What follows belongs to an exercise in optimizing a design on an open flow for small area; a production flow would make more cautious choices.
Only simulation tests tie the RTL to the original design; equivalence was not proved.

==> design.v <==
`timescale 1ns/10ps
module QAM(clk, rst, en, Din, IFout);
input clk, rst, en;
input Din;
output reg signed [17:0] IFout;
reg ce2;           
reg sm_ctrl;       
reg swap;          
reg [1:0] spc;     
reg sm_i, sm_q;    
reg [3:0] usi;     
reg [3:0] cnt;     
reg [8:0] sym_i, sym_q;  
reg [1:0] mix_cnt;
reg [15:0] acc;    
wire en0 = en & ce2;
wire en1 = sm_ctrl & ce2;
wire en2 = usi[3];
wire [1:0] sw = usi[1:0];
wire load = en2 & (sw == 2'd0);
wire neg = ~mix_cnt[1];                         
wire [8:0] s = mix_cnt[0] ? sym_i : sym_q;      
wire [8:0] x = s ^ {9{neg}};
wire [8:0] v;      
assign v[0] = cnt > 4'd0;
assign v[1] = cnt > 4'd1;
assign v[2] = cnt > 4'd2;
assign v[3] = cnt > 4'd3;
assign v[4] = cnt > 4'd4;
assign v[5] = cnt > 4'd5;
assign v[6] = cnt > 4'd6;
assign v[7] = cnt > 4'd7;
assign v[8] = cnt > 4'd8;
wire [15:0] t0;    
reg [15:0] kz0;
always @(*) begin
  case (sw)
    2'd0: kz0 = 16'd74;
    2'd1: kz0 = 16'd0;
    2'd2: kz0 = 16'd0;
    2'd3: kz0 = 16'd168;
  endcase
end
reg [15:0] kxp0;
always @(*) begin
  case (sw)
    2'd0: kxp0 = 16'd148;
    2'd1: kxp0 = 16'd0;
    2'd2: kxp0 = 16'd0;
    2'd3: kxp0 = 16'd336;
  endcase
end
assign t0 = ({16{~v[0]}} & kz0) | ({16{v[0] & x[0]}} & kxp0);
wire [15:0] t1;    
reg [15:0] kz1;
always @(*) begin
  case (sw)
    2'd0: kz1 = 16'd276;
    2'd1: kz1 = 16'd185;
    2'd2: kz1 = 16'd267;
    2'd3: kz1 = 16'd36;
  endcase
end
reg [15:0] kxp1;
always @(*) begin
  case (sw)
    2'd0: kxp1 = 16'd552;
    2'd1: kxp1 = 16'd0;
    2'd2: kxp1 = 16'd0;
    2'd3: kxp1 = 16'd0;
  endcase
end
reg [15:0] kxn1;
always @(*) begin
  case (sw)
    2'd0: kxn1 = 16'd0;
    2'd1: kxn1 = 16'd370;
    2'd2: kxn1 = 16'd534;
    2'd3: kxn1 = 16'd72;
  endcase
end
assign t1 = ({16{~v[1]}} & kz1) | ({16{v[1] & x[1]}} & kxp1) | ({16{v[1] & ~x[1]}} & kxn1);
wire [15:0] t2;    
reg [15:0] kz2;
always @(*) begin
  case (sw)
    2'd0: kz2 = 16'd238;
    2'd1: kz2 = 16'd233;
    2'd2: kz2 = 16'd278;
    2'd3: kz2 = 16'd713;
  endcase
end
reg [15:0] kxp2;
always @(*) begin
  case (sw)
    2'd0: kxp2 = 16'd0;
    2'd1: kxp2 = 16'd466;
    2'd2: kxp2 = 16'd0;
    2'd3: kxp2 = 16'd0;
  endcase
end
reg [15:0] kxn2;
always @(*) begin
  case (sw)
    2'd0: kxn2 = 16'd476;
    2'd1: kxn2 = 16'd0;
    2'd2: kxn2 = 16'd556;
    2'd3: kxn2 = 16'd1426;
  endcase
end
assign t2 = ({16{~v[2]}} & kz2) | ({16{v[2] & x[2]}} & kxp2) | ({16{v[2] & ~x[2]}} & kxn2);
wire [15:0] t3;    
reg [15:0] kz3;
always @(*) begin
  case (sw)
    2'd0: kz3 = 16'd2598;
    2'd1: kz3 = 16'd1262;
    2'd2: kz3 = 16'd2592;
    2'd3: kz3 = 16'd1730;
  endcase
end
reg [15:0] kxp3;
always @(*) begin
  case (sw)
    2'd0: kxp3 = 16'd0;
    2'd1: kxp3 = 16'd2524;
    2'd2: kxp3 = 16'd5184;
    2'd3: kxp3 = 16'd3460;
  endcase
end
reg [15:0] kxn3;
always @(*) begin
  case (sw)
    2'd0: kxn3 = 16'd5196;
    2'd1: kxn3 = 16'd0;
    2'd2: kxn3 = 16'd0;
    2'd3: kxn3 = 16'd0;
  endcase
end
assign t3 = ({16{~v[3]}} & kz3) | ({16{v[3] & x[3]}} & kxp3) | ({16{v[3] & ~x[3]}} & kxn3);
wire [15:0] t4;    
reg [15:0] kz4;
always @(*) begin
  case (sw)
    2'd0: kz4 = 16'd15958;
    2'd1: kz4 = 16'd9499;
    2'd2: kz4 = 16'd15958;
    2'd3: kz4 = 16'd18584;
  endcase
end
reg [15:0] kxn4;
always @(*) begin
  case (sw)
    2'd0: kxn4 = 16'd31916;
    2'd1: kxn4 = 16'd18998;
    2'd2: kxn4 = 16'd31916;
    2'd3: kxn4 = 16'd37168;
  endcase
end
assign t4 = ({16{~v[4]}} & kz4) | ({16{v[4] & ~x[4]}} & kxn4);
wire [15:0] t5;    
reg [15:0] kz5;
always @(*) begin
  case (sw)
    2'd0: kz5 = 16'd2592;
    2'd1: kz5 = 16'd9499;
    2'd2: kz5 = 16'd2598;
    2'd3: kz5 = 16'd1730;
  endcase
end
reg [15:0] kxp5;
always @(*) begin
  case (sw)
    2'd0: kxp5 = 16'd5184;
    2'd1: kxp5 = 16'd0;
    2'd2: kxp5 = 16'd0;
    2'd3: kxp5 = 16'd3460;
  endcase
end
reg [15:0] kxn5;
always @(*) begin
  case (sw)
    2'd0: kxn5 = 16'd0;
    2'd1: kxn5 = 16'd18998;
    2'd2: kxn5 = 16'd5196;
    2'd3: kxn5 = 16'd0;
  endcase
end
assign t5 = ({16{~v[5]}} & kz5) | ({16{v[5] & x[5]}} & kxp5) | ({16{v[5] & ~x[5]}} & kxn5);
wire [15:0] t6;    
reg [15:0] kz6;
always @(*) begin
  case (sw)
    2'd0: kz6 = 16'd278;
    2'd1: kz6 = 16'd1262;
    2'd2: kz6 = 16'd238;
    2'd3: kz6 = 16'd713;
  endcase
end
reg [15:0] kxp6;
always @(*) begin
  case (sw)
    2'd0: kxp6 = 16'd0;
    2'd1: kxp6 = 16'd2524;
    2'd2: kxp6 = 16'd0;
    2'd3: kxp6 = 16'd0;
  endcase
end
reg [15:0] kxn6;
always @(*) begin
  case (sw)
    2'd0: kxn6 = 16'd556;
    2'd1: kxn6 = 16'd0;
    2'd2: kxn6 = 16'd476;
    2'd3: kxn6 = 16'd1426;
  endcase
end
assign t6 = ({16{~v[6]}} & kz6) | ({16{v[6] & x[6]}} & kxp6) | ({16{v[6] & ~x[6]}} & kxn6);
wire [15:0] t7;    
reg [15:0] kz7;
always @(*) begin
  case (sw)
    2'd0: kz7 = 16'd267;
    2'd1: kz7 = 16'd233;
    2'd2: kz7 = 16'd276;
    2'd3: kz7 = 16'd36;
  endcase
end
reg [15:0] kxp7;
always @(*) begin
  case (sw)
    2'd0: kxp7 = 16'd0;
    2'd1: kxp7 = 16'd466;
    2'd2: kxp7 = 16'd552;
    2'd3: kxp7 = 16'd0;
  endcase
end
reg [15:0] kxn7;
always @(*) begin
  case (sw)
    2'd0: kxn7 = 16'd534;
    2'd1: kxn7 = 16'd0;
    2'd2: kxn7 = 16'd0;
    2'd3: kxn7 = 16'd72;
  endcase
end
assign t7 = ({16{~v[7]}} & kz7) | ({16{v[7] & x[7]}} & kxp7) | ({16{v[7] & ~x[7]}} & kxn7);
reg [15:0] t8;    
always @(*) begin
  case ({sw, x[8], v[8]})
    4'd0: t8 = 16'd43255;
    4'd1: t8 = 16'd43255;
    4'd2: t8 = 16'd43255;
    4'd3: t8 = 16'd43255;
    4'd4: t8 = 16'd43363;
    4'd5: t8 = 16'd43548;
    4'd6: t8 = 16'd43363;
    4'd7: t8 = 16'd43178;
    4'd8: t8 = 16'd43329;
    4'd9: t8 = 16'd43255;
    4'd10: t8 = 16'd43329;
    4'd11: t8 = 16'd43403;
    4'd12: t8 = 16'd41826;
    4'd13: t8 = 16'd41658;
    4'd14: t8 = 16'd41826;
    4'd15: t8 = 16'd41994;
  endcase
end
wire fs1 = t1[0] ^ t2[0] ^ t4[0];
wire fc2 = (t1[0] & t2[0]) | (t1[0] & t4[0]) | (t2[0] & t4[0]);
wire fs3 = t0[1] ^ t1[1] ^ t2[1];
wire fc4 = (t0[1] & t1[1]) | (t0[1] & t2[1]) | (t1[1] & t2[1]);
wire fs5 = t3[1] ^ t4[1] ^ t5[1];
wire fc6 = (t3[1] & t4[1]) | (t3[1] & t5[1]) | (t4[1] & t5[1]);
wire fs7 = t0[2] ^ t1[2] ^ t2[2];
wire fc8 = (t0[2] & t1[2]) | (t0[2] & t2[2]) | (t1[2] & t2[2]);
wire fs9 = t3[2] ^ t4[2] ^ t5[2];
wire fc10 = (t3[2] & t4[2]) | (t3[2] & t5[2]) | (t4[2] & t5[2]);
wire fs11 = t6[2] ^ t7[2] ^ t8[2];
wire fc12 = (t6[2] & t7[2]) | (t6[2] & t8[2]) | (t7[2] & t8[2]);
wire fs13 = t0[3] ^ t1[3] ^ t2[3];
wire fc14 = (t0[3] & t1[3]) | (t0[3] & t2[3]) | (t1[3] & t2[3]);
wire fs15 = t3[3] ^ t4[3] ^ t5[3];
wire fc16 = (t3[3] & t4[3]) | (t3[3] & t5[3]) | (t4[3] & t5[3]);
wire fs17 = t6[3] ^ t7[3] ^ t8[3];
wire fc18 = (t6[3] & t7[3]) | (t6[3] & t8[3]) | (t7[3] & t8[3]);
wire fs19 = t0[4] ^ t1[4] ^ t2[4];
wire fc20 = (t0[4] & t1[4]) | (t0[4] & t2[4]) | (t1[4] & t2[4]);
wire fs21 = t3[4] ^ t4[4] ^ t5[4];
wire fc22 = (t3[4] & t4[4]) | (t3[4] & t5[4]) | (t4[4] & t5[4]);
wire fs23 = t6[4] ^ t7[4] ^ t8[4];
wire fc24 = (t6[4] & t7[4]) | (t6[4] & t8[4]) | (t7[4] & t8[4]);
wire fs25 = t0[5] ^ t1[5] ^ t2[5];
wire fc26 = (t0[5] & t1[5]) | (t0[5] & t2[5]) | (t1[5] & t2[5]);
wire fs27 = t3[5] ^ t4[5] ^ t5[5];
wire fc28 = (t3[5] & t4[5]) | (t3[5] & t5[5]) | (t4[5] & t5[5]);
wire fs29 = t6[5] ^ t7[5] ^ t8[5];
wire fc30 = (t6[5] & t7[5]) | (t6[5] & t8[5]) | (t7[5] & t8[5]);
wire fs31 = t0[6] ^ t1[6] ^ t2[6];
wire fc32 = (t0[6] & t1[6]) | (t0[6] & t2[6]) | (t1[6] & t2[6]);
wire fs33 = t3[6] ^ t4[6] ^ t5[6];
wire fc34 = (t3[6] & t4[6]) | (t3[6] & t5[6]) | (t4[6] & t5[6]);
wire fs35 = t6[6] ^ t7[6] ^ t8[6];
wire fc36 = (t6[6] & t7[6]) | (t6[6] & t8[6]) | (t7[6] & t8[6]);
wire fs37 = t0[7] ^ t1[7] ^ t2[7];
wire fc38 = (t0[7] & t1[7]) | (t0[7] & t2[7]) | (t1[7] & t2[7]);
wire fs39 = t3[7] ^ t4[7] ^ t5[7];
wire fc40 = (t3[7] & t4[7]) | (t3[7] & t5[7]) | (t4[7] & t5[7]);
wire fs41 = t6[7] ^ t7[7] ^ t8[7];
wire fc42 = (t6[7] & t7[7]) | (t6[7] & t8[7]) | (t7[7] & t8[7]);
wire fs43 = t0[8] ^ t1[8] ^ t2[8];
wire fc44 = (t0[8] & t1[8]) | (t0[8] & t2[8]) | (t1[8] & t2[8]);
wire fs45 = t3[8] ^ t4[8] ^ t5[8];
wire fc46 = (t3[8] & t4[8]) | (t3[8] & t5[8]) | (t4[8] & t5[8]);
wire fs47 = t6[8] ^ t7[8] ^ t8[8];
wire fc48 = (t6[8] & t7[8]) | (t6[8] & t8[8]) | (t7[8] & t8[8]);
wire fs49 = t1[9] ^ t2[9] ^ t3[9];
wire fc50 = (t1[9] & t2[9]) | (t1[9] & t3[9]) | (t2[9] & t3[9]);
wire fs51 = t4[9] ^ t5[9] ^ t6[9];
wire fc52 = (t4[9] & t5[9]) | (t4[9] & t6[9]) | (t5[9] & t6[9]);
wire hs53 = t7[9] ^ t8[9];
wire hc54 = t7[9] & t8[9];
wire fs55 = t2[10] ^ t3[10] ^ t4[10];
wire fc56 = (t2[10] & t3[10]) | (t2[10] & t4[10]) | (t3[10] & t4[10]);
wire fs57 = t5[10] ^ t6[10] ^ t8[10];
wire fc58 = (t5[10] & t6[10]) | (t5[10] & t8[10]) | (t6[10] & t8[10]);
wire fs59 = t3[11] ^ t4[11] ^ t5[11];
wire fc60 = (t3[11] & t4[11]) | (t3[11] & t5[11]) | (t4[11] & t5[11]);
wire fs61 = fs1 ^ t5[0] ^ t6[0];
wire fc62 = (fs1 & t5[0]) | (fs1 & t6[0]) | (t5[0] & t6[0]);
wire fs63 = fc2 ^ fs3 ^ fs5;
wire fc64 = (fc2 & fs3) | (fc2 & fs5) | (fs3 & fs5);
wire fs65 = t6[1] ^ t7[1] ^ t8[1];
wire fc66 = (t6[1] & t7[1]) | (t6[1] & t8[1]) | (t7[1] & t8[1]);
wire fs67 = fc4 ^ fc6 ^ fs7;
wire fc68 = (fc4 & fc6) | (fc4 & fs7) | (fc6 & fs7);
wire hs69 = fs9 ^ fs11;
wire hc70 = fs9 & fs11;
wire fs71 = fc8 ^ fc10 ^ fc12;
wire fc72 = (fc8 & fc10) | (fc8 & fc12) | (fc10 & fc12);
wire fs73 = fs13 ^ fs15 ^ fs17;
wire fc74 = (fs13 & fs15) | (fs13 & fs17) | (fs15 & fs17);
wire fs75 = fc14 ^ fc16 ^ fc18;
wire fc76 = (fc14 & fc16) | (fc14 & fc18) | (fc16 & fc18);
wire fs77 = fs19 ^ fs21 ^ fs23;
wire fc78 = (fs19 & fs21) | (fs19 & fs23) | (fs21 & fs23);
wire fs79 = fc20 ^ fc22 ^ fc24;
wire fc80 = (fc20 & fc22) | (fc20 & fc24) | (fc22 & fc24);
wire fs81 = fs25 ^ fs27 ^ fs29;
wire fc82 = (fs25 & fs27) | (fs25 & fs29) | (fs27 & fs29);
wire fs83 = fc26 ^ fc28 ^ fc30;
wire fc84 = (fc26 & fc28) | (fc26 & fc30) | (fc28 & fc30);
wire fs85 = fs31 ^ fs33 ^ fs35;
wire fc86 = (fs31 & fs33) | (fs31 & fs35) | (fs33 & fs35);
wire fs87 = fc32 ^ fc34 ^ fc36;
wire fc88 = (fc32 & fc34) | (fc32 & fc36) | (fc34 & fc36);
wire fs89 = fs37 ^ fs39 ^ fs41;
wire fc90 = (fs37 & fs39) | (fs37 & fs41) | (fs39 & fs41);
wire fs91 = fc38 ^ fc40 ^ fc42;
wire fc92 = (fc38 & fc40) | (fc38 & fc42) | (fc40 & fc42);
wire fs93 = fs43 ^ fs45 ^ fs47;
wire fc94 = (fs43 & fs45) | (fs43 & fs47) | (fs45 & fs47);
wire fs95 = fc44 ^ fc46 ^ fc48;
wire fc96 = (fc44 & fc46) | (fc44 & fc48) | (fc46 & fc48);
wire fs97 = fs49 ^ fs51 ^ hs53;
wire fc98 = (fs49 & fs51) | (fs49 & hs53) | (fs51 & hs53);
wire fs99 = fc50 ^ fc52 ^ hc54;
wire fc100 = (fc50 & fc52) | (fc50 & hc54) | (fc52 & hc54);
wire hs101 = fs55 ^ fs57;
wire hc102 = fs55 & fs57;
wire fs103 = fc56 ^ fc58 ^ fs59;
wire fc104 = (fc56 & fc58) | (fc56 & fs59) | (fc58 & fs59);
wire hs105 = t6[11] ^ t8[11];
wire hc106 = t6[11] & t8[11];
wire fs107 = fc60 ^ t3[12] ^ t4[12];
wire fc108 = (fc60 & t3[12]) | (fc60 & t4[12]) | (t3[12] & t4[12]);
wire fs109 = fc64 ^ fc66 ^ fs67;
wire fc110 = (fc64 & fc66) | (fc64 & fs67) | (fc66 & fs67);
wire fs111 = fc68 ^ hc70 ^ fs71;
wire fc112 = (fc68 & hc70) | (fc68 & fs71) | (hc70 & fs71);
wire fs113 = fc72 ^ fc74 ^ fs75;
wire fc114 = (fc72 & fc74) | (fc72 & fs75) | (fc74 & fs75);
wire fs115 = fc76 ^ fc78 ^ fs79;
wire fc116 = (fc76 & fc78) | (fc76 & fs79) | (fc78 & fs79);
wire fs117 = fc80 ^ fc82 ^ fs83;
wire fc118 = (fc80 & fc82) | (fc80 & fs83) | (fc82 & fs83);
wire fs119 = fc84 ^ fc86 ^ fs87;
wire fc120 = (fc84 & fc86) | (fc84 & fs87) | (fc86 & fs87);
wire fs121 = fc88 ^ fc90 ^ fs91;
wire fc122 = (fc88 & fc90) | (fc88 & fs91) | (fc90 & fs91);
wire fs123 = fc92 ^ fc94 ^ fs95;
wire fc124 = (fc92 & fc94) | (fc92 & fs95) | (fc94 & fs95);
wire fs125 = fc96 ^ fc98 ^ fs99;
wire fc126 = (fc96 & fc98) | (fc96 & fs99) | (fc98 & fs99);
wire fs127 = fc100 ^ hc102 ^ fs103;
wire fc128 = (fc100 & hc102) | (fc100 & fs103) | (hc102 & fs103);
wire fs129 = fc104 ^ hc106 ^ fs107;
wire fc130 = (fc104 & hc106) | (fc104 & fs107) | (hc106 & fs107);
wire fs131 = fc108 ^ t4[13] ^ t5[13];
wire fc132 = (fc108 & t4[13]) | (fc108 & t5[13]) | (t4[13] & t5[13]);
wire fs133 = fs61 ^ t7[0] ^ t8[0];
wire fc134 = (fs61 & t7[0]) | (fs61 & t8[0]) | (t7[0] & t8[0]);
wire fs135 = fc62 ^ fs63 ^ fs65;
wire fc136 = (fc62 & fs63) | (fc62 & fs65) | (fs63 & fs65);
wire hs137 = fs109 ^ hs69;
wire hc138 = fs109 & hs69;
wire fs139 = fc110 ^ fs111 ^ fs73;
wire fc140 = (fc110 & fs111) | (fc110 & fs73) | (fs111 & fs73);
wire fs141 = fc112 ^ fs113 ^ fs77;
wire fc142 = (fc112 & fs113) | (fc112 & fs77) | (fs113 & fs77);
wire fs143 = fc114 ^ fs115 ^ fs81;
wire fc144 = (fc114 & fs115) | (fc114 & fs81) | (fs115 & fs81);
wire fs145 = fc116 ^ fs117 ^ fs85;
wire fc146 = (fc116 & fs117) | (fc116 & fs85) | (fs117 & fs85);
wire fs147 = fc118 ^ fs119 ^ fs89;
wire fc148 = (fc118 & fs119) | (fc118 & fs89) | (fs119 & fs89);
wire fs149 = fc120 ^ fs121 ^ fs93;
wire fc150 = (fc120 & fs121) | (fc120 & fs93) | (fs121 & fs93);
wire fs151 = fc122 ^ fs123 ^ fs97;
wire fc152 = (fc122 & fs123) | (fc122 & fs97) | (fs123 & fs97);
wire fs153 = fc124 ^ fs125 ^ hs101;
wire fc154 = (fc124 & fs125) | (fc124 & hs101) | (fs125 & hs101);
wire fs155 = fc126 ^ fs127 ^ hs105;
wire fc156 = (fc126 & fs127) | (fc126 & hs105) | (fs127 & hs105);
wire fs157 = fc128 ^ fs129 ^ t5[12];
wire fc158 = (fc128 & fs129) | (fc128 & t5[12]) | (fs129 & t5[12]);
wire fs159 = fc130 ^ fs131 ^ 1'b1;
wire fc160 = (fc130 & fs131) | (fc130 & 1'b1) | (fs131 & 1'b1);
wire fs161 = fc132 ^ t4[14] ^ t5[14];
wire fc162 = (fc132 & t4[14]) | (fc132 & t5[14]) | (t4[14] & t5[14]);
wire hs163 = t4[15] ^ 1'b1;
wire [15:0] cpa_a = {fc162, fc160, fc158, fc156, fc154, fc152, fc150, fc148, fc146, fc144, fc142, fc140, hc138, fc136, fc134, fs133};
wire [15:0] cpa_b = {hs163, fs161, fs159, fs157, fs155, fs153, fs151, fs149, fs147, fs145, fs143, fs141, fs139, hs137, fs135, 1'b0};
wire [15:0] cpa_s = cpa_a + cpa_b;
wire [15:0] nxt = {cpa_s[15], cpa_s[14], cpa_s[13], cpa_s[12], cpa_s[11], cpa_s[10], cpa_s[9], cpa_s[8], cpa_s[7], cpa_s[6], cpa_s[5], cpa_s[4], cpa_s[3], cpa_s[2], cpa_s[1], cpa_s[0]};
always @(posedge clk or posedge rst) begin
	if (rst) begin
		ce2 <= 1'b0; sm_ctrl <= 1'b0; swap <= 1'b0; spc <= 2'd0;
		sm_i <= 1'b0; sm_q <= 1'b0;
		usi <= 4'd0; cnt <= 4'd0; sym_i <= 9'd0; sym_q <= 9'd0;
		mix_cnt <= 2'd0; acc <= 16'd0;
	end
	else begin
		ce2 <= ~ce2;
		if (ce2) sm_ctrl <= ~sm_ctrl;
		if (en0) begin
			swap <= ~swap;
			if (!swap) spc[0] <= Din;
			else spc <= {spc[0], Din};
		end
		if (en1) begin
			sm_i <= spc[1];
			sm_q <= spc[0];
		end
		if (!usi[3]) begin
			if (en) usi <= usi + 4'd1;
		end
		else usi[1:0] <= usi[1:0] + 2'd1;
		if (load) begin
			sym_i <= {sym_i[7:0], sm_i};
			sym_q <= {sym_q[7:0], sm_q};
			if (cnt != 4'd9) cnt <= cnt + 4'd1;
		end
		if (en) mix_cnt <= mix_cnt + 2'd1;
		acc <= nxt;
	end
end
always @(*) IFout = {acc[15], acc[15], acc};
endmodule
==> flow/run.sh <==
#!/bin/bash
# Layout flow: the standard ORFS flow (standard.sh), with Yosys's generic synthesis run
# without its intermediate ABC pass (SYNTH_ARGS=-noabc), so that the adder tree written in
# the RTL reaches full-adder extraction as written. Registers, their names and cell types
# are those of the standard synthesis. Each ORFS step writes its own log under
# orfs/logs/; make's own output goes to make.log in this folder.
set -euo pipefail
bash standard.sh SYNTH_ARGS=-noabc finish > make.log 2>&1
==> standard.sh <==
#!/bin/bash
# synth_recipe.tcl (not shown) runs the flow's synth.tcl, then flattens the netlist and writes it again
# the make line also repeats each setting of config.mk as NAME=value (left out here)
make -C /OpenROAD-flow-scripts/flow DESIGN_CONFIG=/design/flow/config.mk WORK_HOME=/design/flow/orfs CLKGATE_MAP_FILE= SYNTH_SCRIPT=/design/flow/synth_recipe.tcl "${@:-finish}"
==> config.mk <==
export PLATFORM = sky130hd
export DESIGN_NAME = QAM
export DESIGN_NICKNAME = QAM
export VERILOG_FILES = /design/flow/design.v
export SDC_FILE = /design/flow/constraint.sdc
export NUM_CORES = 4
export LEC_CHECK = 0
export ABC_AREA = 1
export CAP_MARGIN = 20
export CORE_MARGIN = 2
export CORE_UTILIZATION = 60
export CTS_BUF_LIST = sky130_fd_sc_hd__clkbuf_8
export GPL_TIMING_DRIVEN = 0
export SLEW_MARGIN = 20
==> constraint.sdc <==
create_clock -name core_clock -period 5.0 [get_ports {clk}]
set_input_delay 1.0000 -clock core_clock [delete_from_list [all_inputs] [get_ports {clk}]]
set_output_delay 1.0000 -clock core_clock [all_outputs]
set_load 0.01 [all_outputs]
==> summary.md, run 1 <==
| Metric | Value |
|---|---|
| Status | complete, no violations |
| Max-slew violations | 0 |
| Final TNS setup | 0 ns |
| Share of layout cells above drive strength 1 | under 10% |
| Largest cells by area after synthesis | fa_1 (27%), dfrtp_1 (23%), nand2_1 (13%), ha_1 (7.4%), inv_1 (5.1%) |
| Multi-input gate area | 3970 sq um |
| Number of I/O port buffers | 21 |
| Drt total wl | roughly 15000 um |
| Die area | 10000 sq um |
| Remaining DRCs | 0 |
| FFs w/ async S/R, synth | 100% |
| Clock transition at path regs | 0.10 ns |
| Net total in the final layout | 813 |
| Top post-synthesis cells by count | nand2_1 (187), fa_1 (76), inv_1 (76) |
| Final hold violations | 0 |
| H-Tree Depth | 2 |
| Non-filler cells, final | 812 |
| Setup crit end kind | flip-flop |
| Leading area contributor after synthesis | fa_1 |
| Worst slew margin | 58.0% |
| Antenna Cells | 0 |
| YS warnings | 1 |
| Worst Hold Slack | 0.484 ns |
| Worst EP required | 5.19 ns |
| Final setup violation count | 0 |
| Fillers | 763 |
| Die height | 100 um |
| Placed insts | approximately 800 |
| Gpl congestion | between 1 and 1.5 |
| Min-Delay Path Class | reg2reg |
| Drt wl/cell | 18.5 um |
| Count leader, synth | nand2_1 |
| Syn-to-layout area delta | 11.3% |
| Die width | 100 um |
| Post-synth top area share | between 20% and 30% |
| Dpl hpwl | between 10000 and 15000 um |
| Hold endpoint | ce2$_DFF_PP0_ |
| Initial Util | 60.9% |
| I/O pin cnt | 22 |
| Type of the worst setup path | reg2reg |
| Later-pin clock latency in the skew report | 0.32 ns |
| Post-synth EDFFs | 0 |
| Max Clock Skew | 0.0107 ns |
| Setup WS post-layout | 0.197 ns |
| Dpl ws | -0.444 ns |
| Critical R2R Capture | acc[15]$_DFF_PP0_ |
| Via/cell ratio | about 5.7 |
| CTS tree | done |
| Startpoint Class | flip-flop |
| Hold Startpoint | ce2$_DFF_PP0_ |
| Syn nets | 776 |
| Vias in the first global route | approximately 4600 |
| Initial antenna violation count | 0 |
| Post-route minimum period | slightly below 5 ns |
| Flops & latches, synth | slightly above 50 |
| Netlist cell types | 35 |
| Crit path max fanout | 10 |
| Hold depth | 1 |
| Syn Std Cell Area | around 5500 sq um |
| R2R setup slack | roughly 0.20 ns |
| Vias | roughly 4700 |
| Top FF cell, synth | dfrtp_1 |
| Worst Reg2Reg Path Length in Cells | 20 |
| Crit path DAT | 5.00 ns |
| Core Rows | 35 |
| Antenna Violating Nets Remaining | 0 |
| Measured slew at the worst slew-check pin | ~0.63 ns |
| Max Cap Viol | 0 |
| Pin count of the biggest net entering global routing | 38 |
| Post-synthesis sequential area ratio | 23.0% |
| Seq. cell area | 1280 sq um |
| Initial DRC count | between 400 and 500 |
| Clk root buf | clkbuf_8 |
| Core area | roughly 9100 sq um |
| Post-Synthesis Cells | roughly 660 |
| Max Freq | 0.208 GHz |
| First-pass GRT wire length | 23900 um |
| CTS sink count | 51 |
| Mean post-synth cell area | 8.37 sq um |
| Total track usage | 31.7% |
| R2R Path Start | usi[1]$_DFFE_PP0P_ |
| Grt ovf | 0 |
| Num CTS Buffers | 5 |
| Tcrit/Tclk final | 96.1% |
| CTS max path bufs | 2 |
| Drt pass-1 iters | 6 |
==> placed cells by master (no fill, tap or decap), drive strengths merged, types with 4 or more instances in the layout <==
cell           synthesis  final
clkbuf                 8     11
nor2                  63     63
inv                   80     81
ha                    33     33
nor3                   4      4
a21oi                 22     22
nand2                187    187
buf                    7     18
xor2                  23     23
fa                    76     76
nand3                 42     42
dfrtp                 51     51
clkdlybuf4s50          0     21
o21ai                 49     49
nand4                  4      4
==> critical path, cell delays in order (launching register included) <==
cell and delay [ns]:
dfrtp_1 0.42, clkbuf_2 0.18, inv_2 0.15, ha_2 0.25, clkbuf_4 0.25, inv_1 0.11, nand3_2 0.13, o21ai_0 0.12
fa_1 0.53, fa_1 0.45, fa_1 0.54, fa_1 0.41, ha_1 0.36, nor2_2 0.17, inv_1 0.07, nand3_1 0.08
nand2_1 0.14, nand2_1 0.09, nand3_1 0.06, nand2_1 0.07, nand2_1 0.08
==> stage by stage <==
| step | util, % | cell area [sq um] |
|---|---|---|
| finish | 67.8 | 6180 |
| detailed placement | 65.0 | 5920 |
| CTS | 66.4 | 6050 |
| floorplan | - | 5550 |
| global route | 67.8 | 6180 |
| global placement | 64.7 | 5900 |
==> layout make-up <==
class                      count  share of cell area, %
multi-input combinational    516                   64.2
sequential                    51                   20.7
inverter                      81                   4.98
timing repair buffer          32                   4.94
tap                          111                   2.25
buffer                        13                   1.38
clock buffer                   5                   1.11
clock inverter                 3                  0.385
==> metal layers <==
metal  part of all wire (%)  routed length [um]  global-route usage [%]  vias to the layer above
met4                    3.6                 546                    11.2                        0
met5                      0                   0                       0                        -
met1                     43                6500                    44.7                     2244
li1                       -                   -                       -                     2160
met3                    7.0                1050                    4.18                       46
met2                     46                6960                    50.6                      212
==> cell families (layout without fill, tap and decap cells) <==
family / count (synthesis) / in the layout / synth area share (%)
buf+inv: 96 / 134 / 6.99
mux: 2 / 2 / 0.406
xor+xnor: 25 / 25 / 3.95
fa+ha+maj: 109 / 109 / 34.9
compound gates: 77 / 77 / 8.03
simple gates: 303 / 303 / 22.8
flops: 51 / 51 / 23.0
==> state kept, by name, indices dropped and copies added (netlist names) <==
name / cells
cnt: 4
sm_q: 1
usi: 4
mix_cnt: 2
swap: 1
sym_i: 9
spc: 2
ce2: 1
sm_i: 1
sym_q: 9
sm_ctrl: 1
acc: 16
==> what timing repair did <==
item                       4_1_cts  5_1_grt
hold buffers                     0        0
buffers inserted                 1        9
pin swaps                        1        4
setup endpoints to repair       11       11
gates cloned                     0        0
gates resized for setup         12       20
==> worst max-delay path by stage <==
stage                       startpoint           endpoint  slack (ns)  cells past startpoint
floorplan           usi[1]$_DFFE_PP0P_  acc[14]$_DFF_PP0_        0.38                     21
global placement    usi[1]$_DFFE_PP0P_  acc[11]$_DFF_PP0_       -0.39                     19
CTS                 cnt[1]$_DFFE_PP0P_  acc[15]$_DFF_PP0_       0.008                     19
finish              usi[1]$_DFFE_PP0P_  acc[15]$_DFF_PP0_        0.20                     20
global route        cnt[1]$_DFFE_PP0P_  acc[14]$_DFF_PP0_      -0.003                     20
detailed placement  usi[1]$_DFFE_PP0P_  acc[15]$_DFF_PP0_       -0.44                     21
==> run 2, diff against run 1 <==
--- a/config.mk
+++ b/config.mk
@@ -8,7 +8,7 @@
 export ABC_AREA = 1
 export CAP_MARGIN = 20
 export CORE_MARGIN = 2
-export CORE_UTILIZATION = 60
+export CORE_UTILIZATION = 40
 export CTS_BUF_LIST = sky130_fd_sc_hd__clkbuf_8
 export GPL_TIMING_DRIVEN = 0
 export SLEW_MARGIN = 20
==> run 2 against run 1 <==
Still clean on timing, DRC and antenna. Routed wire length rose by 6.6%. Worst hold slack worse by 0.0032 ns. Via count decreased by 4.1%. Setup slack improved by 0.025 ns. Cell count rose by 7.5%. Flip-flop and latch count did not move. Sequential share of layout area fell by 0.20 points. Core utilization down 22 points. Critical path type unchanged. Critical endpoint unchanged.
==> summary.md, run 2 <==
| Metric | Value |
|---|---|
| Share of layout cells above drive strength 1 | 9.96% (+0.11 points) |
| Initial Util | 40.4% (-20 points) |
| Clk root buf | clkbuf_8 |
| Core Rows | 43 (+23%) |
| Min-Delay Path Class | reg2reg |
| Worst slew margin | 64.4% (+6.4 points) |
| Initial antenna violation count | 0 (unchanged) |
| Largest regs | acc (16), sym_i (9), sym_q (9) |
| Largest cells by area after synthesis | fa_1 (27%), dfrtp_1 (23%), nand2_1 (13%), ha_1 (7.4%), inv_1 (5.1%) |
| Final setup violation count | 0 (unchanged) |
| YS warnings | 1 (unchanged) |
| CTS max path bufs | 2 (unchanged) |
| Type of the worst setup path | reg2reg |
| H-Tree Depth | 2 (unchanged) |
| Setup WS post-layout | 0.222 ns (+0.0249 ns) |
| I/O pin cnt | 22 (unchanged) |
| Initial DRC count | 363 (-13%) |
| Post-synthesis sequential area ratio | 23.0% (unchanged) |
| Placed insts | 865 (+8.7%) |
| Drt total wl | 16100 um (+6.6%) |
| CP Cell Sequence | buf_2 -> inv_4 -> ha_4 -> buf_4 -> clkinvlp_4 -> nand2_1 -> nand3_1 -> fa_2 -> fa_1 -> fa_1 -> fa_1 -> ha_1 -> nor2_1 -> inv_1 -> nand3_1 -> nand2_1 -> nand2_1 -> nand3_1 -> nand2_1 -> nand2_1 |
| Most flops, register | acc |
| Syn Std Cell Area | 5550 sq um (unchanged) |
| Final TNS setup | 0 ns (unchanged) |
| Post-synth top area share | 27.4% (unchanged) |
| Crit path DAT | 5.00 ns (about the same) |
| Commonest non-fill, non-tap cell in the layout | nand2_1 |
| Syn nets | 776 (unchanged) |
| Mean post-synth cell area | 8.37 sq um (unchanged) |
| Max-slew violations | 0 (unchanged) |
| First-pass GRT wire length | 25400 um (+6.4%) |
| Number of I/O port buffers | 21 (unchanged) |
| Worst Hold Slack | 0.481 ns (-0.00321 ns) |
| Final hold violations | 0 (unchanged) |
| Crit path max-delay family | adder cells |
| Top post-synthesis cells by count | nand2_1 (187), fa_1 (76), inv_1 (76) |
| Antenna Violating Nets Remaining | 0 (unchanged) |
| Pin count of the biggest net entering global routing | 31 (-18%) |
| CTS sink count | 51 (unchanged) |
| Commonest non-fill, non-tap cells in the layout | nand2_1 (186), fa_1 (75), inv_1 (71), dfrtp_1 (50), nor2_1 (47) |
| Via/cell ratio | 5.12 (-11%) |
| Syn-to-layout area delta | 12.3% |
| Crit path max fanout | 10 (unchanged) |
| Die area | 14800 sq um (+48%) |
| CTS tree | done |
| Top FF cell, synth | dfrtp_1 |
| Grt ovf | 0 (unchanged) |
| Antenna Cells | 0 (unchanged) |
| Measured slew at the worst slew-check pin | 0.533 ns (-0.0968 ns) |
| Gpl congestion | 0.994 (-9.0%) |
| FFs w/ async S/R, synth | 100% (unchanged) |
| Remaining DRCs | 0 (unchanged) |
| CP max-delay cell | fa_2 |
| Dpl cell area | 6000 sq um (+1.5%) |
| Post-route cell area | 6230 sq um (+0.87%) |
| Post-Synthesis Cells | 663 (unchanged) |
| Count leader, synth | nand2_1 |
| Max Freq | 0.209 GHz (+0.52%) |
| Worst EP required | 5.22 ns (+0.03 ns) |
| Drt pass-1 iters | 6 (unchanged) |
| Die height | 122 um (+22%) |
| Vias in the first global route | 4525 (-1.4%) |
| Non-filler cells, final | 873 (+7.5%) |
| Dpl hpwl | 13600 um (+7.8%) |
| CP bufs+invs | 5 (unchanged) |
| Later-pin clock latency in the skew report | 0.33 ns (about the same) |
| Post-synth EDFFs | 0 (unchanged) |
| Fillers | 1379 (+81%) |
| Final core occ | 45.4% (-22 points) |
| Core area | 13700 sq um (+51%) |
| Status | complete, no violations |
| Max Clock Skew | 0.00823 ns (-0.00246 ns) |
| Vias | 4472 (-4.1%) |
| Post-route minimum period | 4.78 ns (-0.0249 ns) |
| Hold-fix buffers at CTS | 0 (unchanged) |
| Drt wl/cell | 18.4 um (-0.81%) |
| Most used cell, CP | nand2_1 |
| Clock transition at path regs | 0.11 ns (about the same) |
| Net total in the final layout | 805 (-0.98%) |
| Flip-flop count of the largest register after layout | 16 (unchanged) |
| Netlist cell types | 35 (unchanged) |
| Total track usage | 23.3% (-8.4 points) |
| Dpl ws | -0.560 ns (-0.116 ns) |
| Max Cap Viol | 0 (unchanged) |
| Flops & latches, synth | 51 (unchanged) |
| CP max stage delay | 0.55 ns (about the same) |
| Setup crit end kind | flip-flop |
| Num CTS Buffers | 5 (unchanged) |
| Leading area contributor after synthesis | fa_1 |
| Die width | 122 um (+22%) |
| Startpoint Class | flip-flop |
| Tcrit/Tclk final | 95.6% (-0.50 points) |
-- run 2: changes by cell type in the layout (fill, tap and decap cells not counted), moves of 2 or more --
cell / delta
nor2_1: -3
o21ai_0: -2
nor2_2: +3
buf_4: -7
clkinv_2: -2
-- run 2: timing repair --
| item | in CTS | in global routing |
|---|---|---|
| pin swaps | 1 | 1 |
| resized for setup | 13 | 33 |
| buffers inserted | 1 | 1 |
| setup endpoints to repair | 12 | 10 |
-- run 2: final cells by class --
class                   count  area, sq um  area share [%]
flip-flops and latches     51         1280            20.5
clock buffers               5         68.8            1.10
repair buffers             24          245            3.94
clock inverters             3         27.5           0.442
multi-input cells         516         3990            64.0
plain buffers              13         86.3            1.39
well taps                 180          225            3.62
inverters                  81          313            5.02
-- run 2: final timing paths --
| kind | startpoint | end | slack (ns) | depth (start not counted) |
|---|---|---|---|---|
| max | usi[1]$_DFFE_PP0P_ | acc[15]$_DFF_PP0_ | 0.22 | 20 |
| min | sm_ctrl$_DFFE_PP0P_ | sm_ctrl$_DFFE_PP0P_ | 0.48 | 1 |
| max reg2reg | usi[1]$_DFFE_PP0P_ | acc[15]$_DFF_PP0_ | 0.22 | 20 |
| min reg2reg | sm_ctrl$_DFFE_PP0P_ | sm_ctrl$_DFFE_PP0P_ | 0.48 | 1 |
| max in group asynchronous | rst | cnt[0]$_DFFE_PP0P_ | 3.43 | 3 |
| min in group asynchronous | rst | sym_q[3]$_DFFE_PP0P_ | 1.02 | 2 |
-- run 2: per-layer routing --
metal  vias up  GRT usage (%)  wire [um]
met5         -              0          0
met4         0           7.26        401
met3        29           5.95       1180
met2       140           34.5       6970
met1      2166           33.5       7510
li1       2137              -          -
-- run 2: kinds of logic (layout without fill, tap and decap cells) --
family,after synthesis,after routing,synth area share (%)
and+or+nand+nor,303,303,22.8
muxes,2,2,0.406
buffers and inverters,96,126,6.99
DFF,51,51,23.0
xor gates and xnor gates,25,25,3.95
adders and majority gates,109,109,34.9
AOI/OAI and AO/OA,77,77,8.03
==> run 3, diff against run 2 <==
==> flow/run.sh (replaced) <==
#!/bin/bash
# Layout flow: the standard ORFS flow (standard.sh) with these changes:
#  - Yosys's generic synthesis runs without its intermediate ABC pass (SYNTH_ARGS=-noabc),
#    so the adder tree written in the RTL reaches full-adder extraction as written;
#    registers, their names and cell types are those of the standard synthesis;
#  - every input and output port still gets its own buffer, but the smallest one
#    (sky130_fd_sc_hd__buf_1); the resizer may still resize it.
# Each ORFS step writes its own log under orfs/logs/; make's output goes to make.log here.
set -euo pipefail
bash standard.sh SYNTH_ARGS=-noabc "BUFFER_PORTS_ARGS=-buffer_cell sky130_fd_sc_hd__buf_1" finish > make.log 2>&1
--- a/config.mk
+++ b/config.mk
@@ -9,6 +9,5 @@
 export CAP_MARGIN = 20
 export CORE_MARGIN = 2
 export CORE_UTILIZATION = 40
-export CTS_BUF_LIST = sky130_fd_sc_hd__clkbuf_8
 export GPL_TIMING_DRIVEN = 0
 export SLEW_MARGIN = 20
==> run 3 against run 2 <==
Worst hold slack worse by 0.0067 ns. Routed wire length down 0.65%. Via count up 4.1%. Count of clock-buffer cells in the layout unchanged. Design area up 3.4%. Setup slack better by 0.029 ns. Die area unchanged. Clock skew up 0.00086 ns. Fmax up 0.62%. First-iteration DRC count up 6.9%. Critical endpoint unchanged.
==> summary.md, run 3 <==
| Metric | Value |
|---|---|
| Status | complete, no violations |
| Setup crit start | usi[0]$_DFFE_PP0P_ |
| Worst Reg2Reg Path Length in Cells | 19 (-5.0%) |
| Placed insts | 865 (unchanged) |
| Dpl cell area | 5870 sq um (-2.2%) |
| Post-route minimum period | 4.75 ns (-0.0293 ns) |
| Measured slew at the worst slew-check pin | 0.707 ns (+0.175 ns) |
| CP max stage delay | 0.57 ns (+0.02 ns) |
| Drt pass-1 iters | 5 (-1) |
| Syn-to-layout area delta | 16.1% |
| Vias in the first global route | 4600 (+1.7%) |
| RSZ-0062 raised after global routing | false |
| Critical R2R Capture | acc[15]$_DFF_PP0_ |
| Flops & latches, synth | 51 (unchanged) |
| CP max-delay cell | fa_1 |
| Type of the worst setup path | reg2reg |
| I/O pin cnt | 22 (unchanged) |
| CP bufs+invs | 3 (-2) |
| Netlist cell types | 35 (unchanged) |
| Post-Synthesis Cells | 663 (unchanged) |
| Max Cap Viol | 0 (unchanged) |
| Min-Delay Path Class | reg2reg |
| Most flops, register | acc |
| Crit path max fanout | 10 (unchanged) |
| Commonest non-fill, non-tap cells in the layout | nand2_1 (185), fa_1 (76), inv_1 (67), nor2_1 (48), dfrtp_1 (48) |
| Top FF cell, synth | dfrtp_1 |
| Die area | 14800 sq um (unchanged) |
| Core area | 13700 sq um (unchanged) |
| Top post-synthesis cells by count | nand2_1 (187), fa_1 (76), inv_1 (76) |
| Worst EP required | 5.21 ns (about the same) |
| CP Cell Sequence | clkinv_2 -> ha_1 -> nor2_4 -> clkinvlp_4 -> nand2_1 -> nand3_1 -> fa_1 -> fa_1 -> fa_1 -> fa_1 -> ha_1 -> nor2_1 -> inv_1 -> nand3_1 -> nand2_2 -> nand2_1 -> nand3_1 -> nand2_1 -> nand2_1 |
| Net total in the final layout | 826 (+2.6%) |
| Fillers | 1391 (+0.87%) |
| Total track usage | 23.1% (-0.20 points) |
| Tcrit/Tclk final | 95.0% (-0.59 points) |
| Worst slew margin | 52.8% (-12 points) |
| Die width | 122 um (unchanged) |
| Commonest non-fill, non-tap cell in the layout | nand2_1 |
| Pin count of the biggest net entering global routing | 36 (+16%) |
| Antenna Cells | 0 (unchanged) |
| Initial DRC count | 388 (+6.9%) |
| Post-synth EDFFs | 0 (unchanged) |
| Leading area contributor after synthesis | fa_1 |
| Vias | 4654 (+4.1%) |
| Dpl hpwl | 13400 um (-1.3%) |
| Num CTS Buffers | 5 (unchanged) |
| Gpl congestion | 0.964 (-3.0%) |
| Final setup violation count | 0 (unchanged) |
| Syn Std Cell Area | 5550 sq um (unchanged) |
| Post-route cell area | 6440 sq um (+3.4%) |
| Post-synth top area share | 27.4% (unchanged) |
| Initial Util | 40.4% (unchanged) |
| Crit path DAT | 4.96 ns (-0.04 ns) |
| Die height | 122 um (unchanged) |
| YS warnings | 1 (unchanged) |
| Critical path depth | 19 (-5.0%) |
| Share of layout cells above drive strength 1 | 13.9% (+3.9 points) |
| Drt total wl | 16000 um (-0.65%) |
| Largest cells by area after synthesis | fa_1 (27%), dfrtp_1 (23%), nand2_1 (13%), ha_1 (7.4%), inv_1 (5.1%) |
| R2R setup slack | 0.25 ns (+0.03 ns) |
| Drt wl/cell | 17.8 um (-3.0%) |
| Max Clock Skew | 0.00909 ns (+0.000860 ns) |
| Number of I/O port buffers | 21 (unchanged) |
| FFs w/ async S/R, synth | 100% (unchanged) |
| Later-pin clock latency in the skew report | 0.32 ns (about the same) |
| Clock transition at path regs | 0.08 ns (-0.03 ns) |
| Non-filler cells, final | 894 (+2.4%) |
| Remaining DRCs | 0 (unchanged) |
| H-Tree Depth | 2 (unchanged) |
| Post-synthesis sequential area ratio | 23.0% (unchanged) |
| Crit path max-delay family | adder cells |
| Final hold violations | 0 (unchanged) |
| Largest regs | acc (16), sym_i (9), sym_q (9) |
| CTS tree | done |
| Count leader, synth | nand2_1 |
| CTS max path bufs | 2 (unchanged) |
| R2R Path Start | usi[0]$_DFFE_PP0P_ |
| Flip-flop count of the largest register after layout | 16 (unchanged) |
| Clk root buf | clkbuf_16 |
| Max Freq | 0.211 GHz (+0.62%) |
| Setup crit end kind | flip-flop |
| Grt ovf | 0 (unchanged) |
| Max-slew violations | 0 (unchanged) |
| First-pass GRT wire length | 25300 um (-0.52%) |
| Antenna Violating Nets Remaining | 0 (unchanged) |
| Mean post-synth cell area | 8.37 sq um (unchanged) |
| Core Rows | 43 (unchanged) |
| Startpoint Class | flip-flop |
| Initial antenna violation count | 0 (unchanged) |
| Syn nets | 776 (unchanged) |
| Via/cell ratio | 5.21 (+1.6%) |
| CTS sink count | 51 (unchanged) |
| Worst Setup EP | acc[15]$_DFF_PP0_ |
==> run 3: cell counts after synthesis <==
No cell type changed its count.
==> run 3: area by class of cell <==
cell class / instances / area, sq um / area share, %
flip-flops and latches: 51 / 1280 / 19.9
plain buffers: 13 / 91.3 / 1.42
well taps: 180 / 225 / 3.50
clock buffers: 5 / 125 / 1.94
repair buffers: 45 / 284 / 4.41
multi-input cells: 516 / 4080 / 63.3
inverters: 81 / 324 / 5.03
clock inverters: 3 / 33.8 / 0.524
==> run 3: metal layers <==
layer	part of all wire (%)	GRT usage [%]	vias up	wire length, um
met4	2.4	7.11	0	388
met5	0	0	-	0
met2	48	37.7	158	7610
li1	-	-	2178	-
met1	45	31.7	2294	7220
met3	4.6	3.56	24	732
==> run 3: what timing repair did <==
item / CTS / global route
cloned: 0 / 0
pin swaps: 1 / 7
hold buffers: 0 / 0
endpoints found under the setup margin: 11 / 10
resized for setup: 11 / 45
hold endpoints to repair: 0 / 0
setup buffers: 1 / 22
==> run 3: worst min-delay path by stage <==
stage | from | endpoint | slack [ns] | cells past startpoint
6_report | usi[2]$_DFFE_PP0P_ | usi[2]$_DFFE_PP0P_ | 0.47 | 1
5_1_grt | swap$_DFFE_PP0P_ | swap$_DFFE_PP0P_ | 0.49 | 1
4_1_cts | usi[2]$_DFFE_PP0P_ | usi[2]$_DFFE_PP0P_ | 0.48 | 1
3_5_place_dp | usi[2]$_DFFE_PP0P_ | usi[2]$_DFFE_PP0P_ | 0.46 | 1
3_3_place_gp | sm_ctrl$_DFFE_PP0P_ | sm_ctrl$_DFFE_PP0P_ | 0.46 | 1
2_1_floorplan | sm_ctrl$_DFFE_PP0P_ | sm_ctrl$_DFFE_PP0P_ | 0.44 | 1
==> run 3: worst reg2reg max path: stages (launching register included) <==
cell        delay, ns
dfrtp_2          0.46
clkinv_2         0.19
ha_1             0.35
nor2_4           0.22
clkinvlp_4       0.22
nand2_1          0.13
nand3_1          0.10
fa_1             0.50
fa_1             0.44
fa_1             0.57
fa_1             0.41
ha_1             0.33
nor2_1           0.16
inv_1            0.07
nand3_1          0.10
nand2_2          0.11
nand2_1          0.08
nand3_1          0.09
nand2_1          0.08
nand2_1          0.05
==> run 3: cell families after synthesis <==
logic type | share of synthesized area, %
mux | 0.406
flops | 23.0
buf+inv | 6.99
xor+xnor | 3.95
compound gates | 8.03
simple gates | 22.8
fa+ha+maj | 34.9
==> run 3: per-stage QoR <==
stage | setup slack, ns | hold WS (ns) | TNS [ns] | utilization, %
finish | 0.251 | 0.474 | 0 | 47.0
global route | 0.0148 | 0.490 | 0 | 47.0
CTS | 0.0114 | 0.478 | 0 | 44.2
detailed placement | -0.550 | 0.463 | -4.89 | 42.8
global placement | -0.558 | 0.457 | -4.88 | 42.7
floorplan | 0.376 | 0.441 | 0 | -
==> run 4, diff against run 3 <==
--- a/config.mk
+++ b/config.mk
@@ -9,5 +9,6 @@
 export CAP_MARGIN = 20
 export CORE_MARGIN = 2
 export CORE_UTILIZATION = 40
+export CTS_BUF_LIST = sky130_fd_sc_hd__clkbuf_8
 export GPL_TIMING_DRIVEN = 0
 export SLEW_MARGIN = 20
==> run 4 against run 3 <==
Still clean on timing, DRC and antenna. Setup slack got worse by 0.028 ns. Core utilization fell by 1.3 points. Synthesized cell count did not move. First-iteration DRC count fell by 28%. Clock skew rose by 0.0054 ns. Sequential share of layout area rose by 0.55 points. Critical path type unchanged.
==> summary.md, run 4 <==
| Metric | Value |
|---|---|
| Netlist cell types | 35 (unchanged) |
| RSZ-0062 raised after global routing | true |
| Drt wl/cell | 18.0 um (+1.1%) |
| Setup crit end kind | flip-flop |
| Pin count of the biggest net entering global routing | 36 (unchanged) |
| Die height | 122 um (unchanged) |
| Number of I/O port buffers | 21 (unchanged) |
| Num CTS Buffers | 5 (unchanged) |
| Flip-flop count of the largest register after layout | 16 (unchanged) |
| Vias | 4622 (-0.69%) |
| Clk root buf | clkbuf_8 |
| Most flops, register | acc |
| Via/cell ratio | 5.21 (about the same) |
| Non-filler cells, final | 887 (-0.78%) |
| Vias in the first global route | 4594 (-0.13%) |
| Max-slew violations | 0 (unchanged) |
| Leading area contributor after synthesis | fa_1 |
| Worst Hold Slack | 0.480 ns (+0.00553 ns) |
| R2R Path Start | usi[0]$_DFFE_PP0P_ |
| Tcrit/Tclk final | 95.5% (+0.56 points) |
| Max Cap Viol | 0 (unchanged) |
| Largest regs | acc (16), sym_i (9), sym_q (9) |
| R2R setup slack | 0.22 ns (-0.03 ns) |
| Mean post-synth cell area | 8.37 sq um (unchanged) |
| Top FF cell, synth | dfrtp_1 |
| Grt ovf | 0 (unchanged) |
| Largest cells by area after synthesis | fa_1 (27%), dfrtp_1 (23%), nand2_1 (13%), ha_1 (7.4%), inv_1 (5.1%) |
| Crit path DAT | 5.07 ns (+0.11 ns) |
| Met3 Track Usage GR | 3.28% (-0.28 points) |
| Measured slew at the worst slew-check pin | 0.692 ns (-0.0155 ns) |
| Placed insts | 865 (unchanged) |
| Fillers | 1399 (+0.58%) |
| Worst EP required | 5.29 ns (+0.08 ns) |
| Commonest non-fill, non-tap cell in the layout | nand2_1 |
| Count leader, synth | nand2_1 |
| Most Used Layer, Global Route | met2 |
| Final hold violations | 0 (unchanged) |
| Drt pass-1 iters | 4 (-1) |
| Total track usage | 23.0% (-0.090 points) |
| Syn-to-layout area delta | 13.0% |
| Post-route minimum period | 4.78 ns (+0.0278 ns) |
| Clock transition at path regs | 0.12 ns (+0.04 ns) |
| First-pass GRT wire length | 25300 um (-0.11%) |
| Remaining DRCs | 0 (unchanged) |
| Die area | 14800 sq um (unchanged) |
| FFs w/ async S/R, synth | 100% (unchanged) |
| Syn Std Cell Area | 5550 sq um (unchanged) |
| Max Clock Skew | 0.0145 ns (+0.00542 ns) |
| Dpl ws | -0.550 ns (unchanged) |
| Syn nets | 776 (unchanged) |
| Met1 usage | 31.8% (+0.12 points) |
| Post-synthesis sequential area ratio | 23.0% (unchanged) |
| Initial Util | 40.4% (unchanged) |
| Initial DRC count | 281 (-28%) |
| Antenna Violating Nets Remaining | 0 (unchanged) |
| Share of layout cells above drive strength 1 | 12.3% (-1.6 points) |
| Min-Delay Path Class | reg2reg |
| Die width | 122 um (unchanged) |
| Post-Synthesis Cells | 663 (unchanged) |
| Core Rows | 43 (unchanged) |
| Hold Startpoint | usi[2]$_DFFE_PP0P_ |
| Startpoint Class | flip-flop |
| Initial antenna violation count | 0 (unchanged) |
| Worst slew margin | 53.9% (+1.0 points) |
| Dpl hpwl | 13400 um (unchanged) |
| H-Tree Depth | 2 (unchanged) |
| Gpl congestion | 0.964 (unchanged) |
| Post-synth EDFFs | 0 (unchanged) |
| CTS sink count | 51 (unchanged) |
| GR Util met2 | 37.0% (-0.70 points) |
| Type of the worst setup path | reg2reg |
| Antenna Cells | 0 (unchanged) |
| Final setup violation count | 0 (unchanged) |
| Top post-synthesis cells by count | nand2_1 (187), fa_1 (76), inv_1 (76) |
| YS warnings | 1 (unchanged) |
| I/O pin cnt | 22 (unchanged) |
| Status | complete, no violations |
| Later-pin clock latency in the skew report | 0.35 ns (+0.03 ns) |
| CTS max path bufs | 2 (unchanged) |
| Setup WS post-layout | 0.224 ns (-0.0278 ns) |
| Commonest non-fill, non-tap cells in the layout | nand2_1 (185), fa_1 (76), inv_1 (69), nor2_1 (48), dfrtp_1 (48) |
| Core area | 13700 sq um (unchanged) |
| Crit path max fanout | 10 (unchanged) |
| Flops & latches, synth | 51 (unchanged) |
| Max Freq | 0.209 GHz (-0.58%) |
| Setup crit start | usi[0]$_DFFE_PP0P_ |
| Net total in the final layout | 819 (-0.85%) |
| CTS tree | done |
| Post-synth top area share | 27.4% (unchanged) |
| Drt total wl | 16000 um (+0.31%) |
## run 4: what timing repair did
action / CTS / global route
hold buffers: 0 / 0
hold endpoints to repair: 0 / 0
pin swaps: 1 / 6
buffers inserted: 1 / 15
gates resized for setup: 11 / 36
setup endpoints to repair: 11 / 10
## run 4: metal layers
metal / share of wire (%) / vias to the layer above / wire, um
li1: - / 2159 / -
met2: 47 / 134 / 7520
met3: 3.9 / 25 / 625
met5: 0 / - / 0
met4: 3.1 / 0 / 498
met1: 46 / 2304 / 7360
## run 4: worst max-delay path: stages (launching register included)
cell and delay [ns]:
dfrtp_2 0.45, clkinv_2 0.18, ha_1 0.35, nor2_4 0.23
clkinvlp_4 0.23, buf_4 0.19, nand2_1 0.07, nand3_1 0.10
fa_1 0.52, fa_1 0.43, fa_1 0.51, fa_1 0.41
ha_1 0.37, nand2_1 0.13, nor2_1 0.12, and2_1 0.16
nand2_1 0.06, nand3_1 0.09, nand2_1 0.06, nand2_1 0.06
## run 4: final cells by class
cell class / count / area [sq um] / share of cell area [%]
buffer: 13 / 91.3 / 1.46
inverter: 81 / 324 / 5.17
timing repair buffer: 38 / 219 / 3.49
sequential: 51 / 1280 / 20.4
clock inverter: 3 / 33.8 / 0.539
tap: 180 / 225 / 3.59
clock buffer: 5 / 68.8 / 1.10
multi-input combinational: 516 / 4030 / 64.2
## run 4: kinds of logic after synthesis
group / synth area share [%]
xor gates and xnor gates: 3.95
adders and majority gates: 34.9
AOI/OAI and AO/OA: 8.03
muxes: 0.406
buffers and inverters: 6.99
DFF: 23.0
and+or+nand+nor: 22.8
## run 4: metrics by stage
stage / utilization [%] / setup TNS (ns) / instance area (sq um)
floorplan: - / 0 / 5550
global placement: 42.7 / -4.88 / 5850
detailed placement: 42.8 / -4.89 / 5870
CTS: 43.8 / 0 / 6000
global route: 45.7 / -0.0381 / 6270
finish: 45.7 / 0 / 6270
## run 4: final timing paths
path	endpoint	cells after the start
worst max-delay path	acc[15]$_DFF_PP0_	19
worst min-delay path	usi[2]$_DFFE_PP0P_	1
worst max register to register	acc[15]$_DFF_PP0_	19
worst min register to register	usi[2]$_DFFE_PP0P_	1
max in group asynchronous	usi[0]$_DFFE_PP0P_	3
min in group asynchronous	acc[1]$_DFF_PP0_	2
==> run 5, diff against run 4 <==
==> flow/run.sh (replaced) <==
#!/bin/bash
# Layout flow: the standard ORFS flow (standard.sh) with two synthesis changes that keep
# the standard synthesis's registers, names and cell types:
#  - Yosys's generic synthesis runs without its intermediate ABC pass (SYNTH_ARGS=-noabc),
#    so the adder tree written in the RTL reaches full-adder extraction as written;
#  - the final ABC technology mapping uses an area-oriented script (flow/abc_area.script),
#    through a copy of ORFS's scripts folder that differs only in that file.
# Each ORFS step writes its own log under orfs/logs/; make's output goes to make.log here.
set -euo pipefail
rm -rf scripts_local
cp -r "$FLOW_HOME/scripts" scripts_local
cp flow/abc_area.script scripts_local/abc_area.script
bash standard.sh SYNTH_ARGS=-noabc SCRIPTS_DIR="$PWD/scripts_local" finish > make.log 2>&1
==> flow/abc_area.script (new file) <==
strash
dc2
dch -f
map -a
strash
dch -f
map -a
topo
dnsize -c
==> run 5 against run 4 <==
Now fails the layout checks on negative setup slack. Via count is 5.8% lower. Cell count shrank 5.4%. Worst hold slack got worse by 0.0053 ns.
==> summary.md, run 5 <==
| Metric | Value |
|---|---|
| Crit path DAT | 5.67 ns (+0.60 ns) |
| Syn nets | 655 (-16%) |
| Commonest non-fill, non-tap cells in the layout | buf_4 (88), nand2_1 (69), fa_1 (63), dfrtp_1 (43) |
| First-pass GRT wire length | 24300 um (-3.7%) |
| Core Rows | 40 (-7.0%) |
| Tcrit/Tclk final | 108% (+13 points) |
| Vias in the first global route | 4386 (-4.5%) |
| Clk root buf | clkbuf_8 |
| Leading area contributor after synthesis | fa_1 |
| CP max stage delay | 0.56 ns (+0.04 ns) |
| Gpl congestion | 1.00 (+3.9%) |
| Setup WS post-layout | -0.424 ns (-0.647 ns) |
| Post-Synthesis Cells | 542 (-18%) |
| Clock transition at path regs | 0.12 ns (about the same) |
| Die height | 116 um (-4.6%) |
| Startpoint Class | flip-flop |
| I/O pin cnt | 22 (unchanged) |
| Most used cell, CP | buf_4 |
| CTS tree | done |
| RSZ-0062 raised after global routing | true |
| Number of I/O port buffers | 21 (unchanged) |
| Initial Util | 41.4% (+0.96 points) |
| Dpl cell area | 5680 sq um (-3.3%) |
| Worst slew margin | 35.5% (-18 points) |
| Netlist cell types | 21 (-40%) |
| Max-slew violations | 0 (unchanged) |
| Largest regs | acc (16), sym_i (9), sym_q (9) |
| Die area | 13500 sq um (-9.0%) |
| Drt pass-1 iters | 5 (+1) |
| Post-route minimum period | 5.42 ns (+0.647 ns) |
| YS warnings | 1 (unchanged) |
| Syn Std Cell Area | 5030 sq um (-9.2%) |
| Dpl hpwl | 11100 um (-17%) |
| Top post-synthesis cells by count | nand2_1 (83), clkinv_1 (76), fa_1 (76) |
| Mean post-synth cell area | 9.29 sq um (+11%) |
| Count leader, synth | nand2_1 |
| Most Used Layer, Global Route | met2 |
| Max Clock Skew | 0.0133 ns (-0.00118 ns) |
| Met1 usage | 34.6% (+2.8 points) |
| Net total in the final layout | 783 (-4.4%) |
| Fillers | 1088 (-22%) |
| Flip-flop count of the largest register after layout | 16 (unchanged) |
| Syn-to-layout area delta | 41.9% |
| Min-Delay Path Class | reg2reg |
| Post-synth top area share | 30.2% (+2.8 points) |
| Failing Checks | negative setup slack |
| Final hold violations | 0 (unchanged) |
| Setup crit end kind | flip-flop |
| Drt total wl | 15400 um (-4.0%) |
| Worst Hold Slack | 0.475 ns (-0.00525 ns) |
| Commonest non-fill, non-tap cell in the layout | buf_4 |
| Most flops, register | acc |
| Grt ovf | 0 (unchanged) |
| Initial DRC count | 286 (+1.8%) |
| GR Util met2 | 39.4% (+2.4 points) |
| CTS sink count | 51 (unchanged) |
| Status | finished with violations |
| Flops & latches, synth | 51 (unchanged) |
| Final setup violation count | 7 (+7) |
| Core area | 12200 sq um (-11%) |
| Worst EP required | 5.25 ns (-0.04 ns) |
| FFs w/ async S/R, synth | 100% (unchanged) |
| Top FF cell, synth | dfrtp_1 |
| Total track usage | 24.7% (+1.7 points) |
| Largest cells by area after synthesis | fa_1 (30%), dfrtp_1 (25%), ha_1 (8.2%), o21ai_0 (6.3%), nand2_1 (6.2%) |
| Type of the worst setup path | reg2reg |
| CP Cell Sequence | clkinv_4 -> ha_4 -> nor2_2 -> o211ai_1 -> fa_2 -> fa_1 -> fa_1 -> fa_1 -> ha_4 -> a21oi_4 -> o21bai_4 -> a21oi_2 -> o21bai_2 -> buf_4 -> buf_4 -> buf_4 -> buf_4 -> buf_4 -> buf_4 -> buf_4 -> buf_4 -> buf_4 -> xor2_1 |
| Max Cap Viol | 0 (unchanged) |
| Post-synthesis sequential area ratio | 25.3% (+2.3 points) |
| Measured slew at the worst slew-check pin | 0.965 ns (+0.273 ns) |
| CP bufs+invs | 10 (+7) |
| Crit path max-delay family | adder cells |
| Initial antenna violation count | 0 (unchanged) |
| H-Tree Depth | 2 (unchanged) |
| Pin count of the biggest net entering global routing | 39 (+8.3%) |
| Antenna Cells | 0 (unchanged) |
| Post-synth EDFFs | 0 (unchanged) |
| Max Freq | 0.184 GHz (-12%) |
| Post-route cell area | 7140 sq um (+14%) |
| Share of layout cells above drive strength 1 | 40.8% (+29 points) |
| Final TNS setup | -1.96 ns (-1.96 ns) |
| Via/cell ratio | 5.19 (-0.45%) |
| R2R setup slack | -0.42 ns (-0.65 ns) |
| Die width | 116 um (-4.6%) |
| Vias | 4352 (-5.8%) |
| Remaining DRCs | 0 (unchanged) |
| Antenna Violating Nets Remaining | 0 (unchanged) |
| CTS max path bufs | 2 (unchanged) |
| Dpl ws | -1.08 ns (-0.531 ns) |
| Drt wl/cell | 18.3 um (+1.5%) |
| Crit path max fanout | 7 (-3) |
| Later-pin clock latency in the skew report | 0.35 ns (about the same) |
| CP max-delay cell | fa_1 |
| Met3 Track Usage GR | 4.20% (+0.93 points) |
| Num CTS Buffers | 5 (unchanged) |
[run 5: logic make-up after synthesis]
| family | share of synthesized area (%) |
|---|---|
| AOI/OAI and AO/OA | 12.5 |
| xor gates and xnor gates | 5.39 |
| adders and majority gates | 38.4 |
| buffers and inverters | 5.96 |
| DFF | 25.3 |
| muxes | 0.224 |
| and+or+nand+nor | 12.1 |
[run 5: cell type report]
class                           count  area [sq um]  area share [%]
Inverter                           76           362            5.06
Sequential cell                    51          1290            18.0
Multi-Input combinational cell    413          4140            58.0
Clock buffer                        5          68.8           0.963
Clock inverter                      3          27.5           0.385
Tap cell                          168           210            2.94
Timing Repair Buffer              121          1030            14.4
Buffer                              2          15.0           0.210
[run 5: path summary, 6_finish.rpt]
| kind | from | to | cells past startpoint |
|---|---|---|---|
| worst min register to register | sm_ctrl$_DFFE_PP0P_ | sm_ctrl$_DFFE_PP0P_ | 1 |
| worst min-delay path | sm_ctrl$_DFFE_PP0P_ | sm_ctrl$_DFFE_PP0P_ | 1 |
| worst max-delay path | usi[0]$_DFFE_PP0P_ | acc[7]$_DFF_PP0_ | 23 |
| worst max register to register | usi[0]$_DFFE_PP0P_ | acc[7]$_DFF_PP0_ | 23 |
| max in group asynchronous | rst | cnt[0]$_DFFE_PP0P_ | 3 |
| min in group asynchronous | rst | acc[3]$_DFF_PP0_ | 2 |
[run 5: timing repair]
| item | in CTS | in global routing |
|---|---|---|
| hold buffers | 0 | 0 |
| buffers inserted | 95 | 18 |
| gates resized for setup | 120 | 64 |
| pin swaps | 76 | 71 |
| setup endpoints to repair | 9 | 9 |
| cloned | 1 | 0 |
[run 5: worst reg2reg max path, delay by kind of cell, from the launching register on]
family,cells,cell delay (ns)
simple gates,1,0.32
xor+xnor,1,0.13
compound gates,5,0.65
fa+ha+maj,6,2.50
flops,1,0.53
buf+inv,10,1.20
[run 5: metrics by stage]
step	utilization, %	cells
after floorplan	-	542
after global placement	46.5	731
after detailed placement	46.7	732
after CTS	55.8	822
after global routing	58.7	839
final	58.7	839
[run 5: metal layers]
| layer | vias up | part of all wire, % |
|---|---|---|
| met1 | 2136 | 44 |
| li1 | 2009 | - |
| met5 | - | 0 |
| met3 | 39 | 5.6 |
| met4 | 0 | 3.1 |
| met2 | 168 | 47 |

afterwards: timing with drivers on the ports:
No port has a modelled driver above. Below, the same layouts with a new extraction and two added sets of constraints. Step 1: set_driving_cell puts a clkbuf_16 on clk and a buf_2 on each other input, an assumption about the parent block. Step 2, shift: input delay + t, output delay - t, t = (earliest + latest rising clock arrival at the registers) / 2. This alone moves slack from input paths to output paths. a / b / c = ideal / step 1 / step 2; a / b = the first two.
run	t, ns	setup WS [ns]	worst setup path at the end	worst data-port slew with drivers (ns)	pins driven straight from the clock port
run 1	0.350	0.197 / 0.197 / 0.197	register to register	0.03	1
run 2	0.361	0.222 / 0.222 / 0.222	register to register	0.03	1
run 3	0.354	0.251 / 0.251 / 0.251	register to register	0.03	1
run 4	0.379	0.224 / 0.224 / 0.224	register to register	0.03	1
run 5	0.372	-0.424 / -0.424 / -0.424	register to register	0.03	1
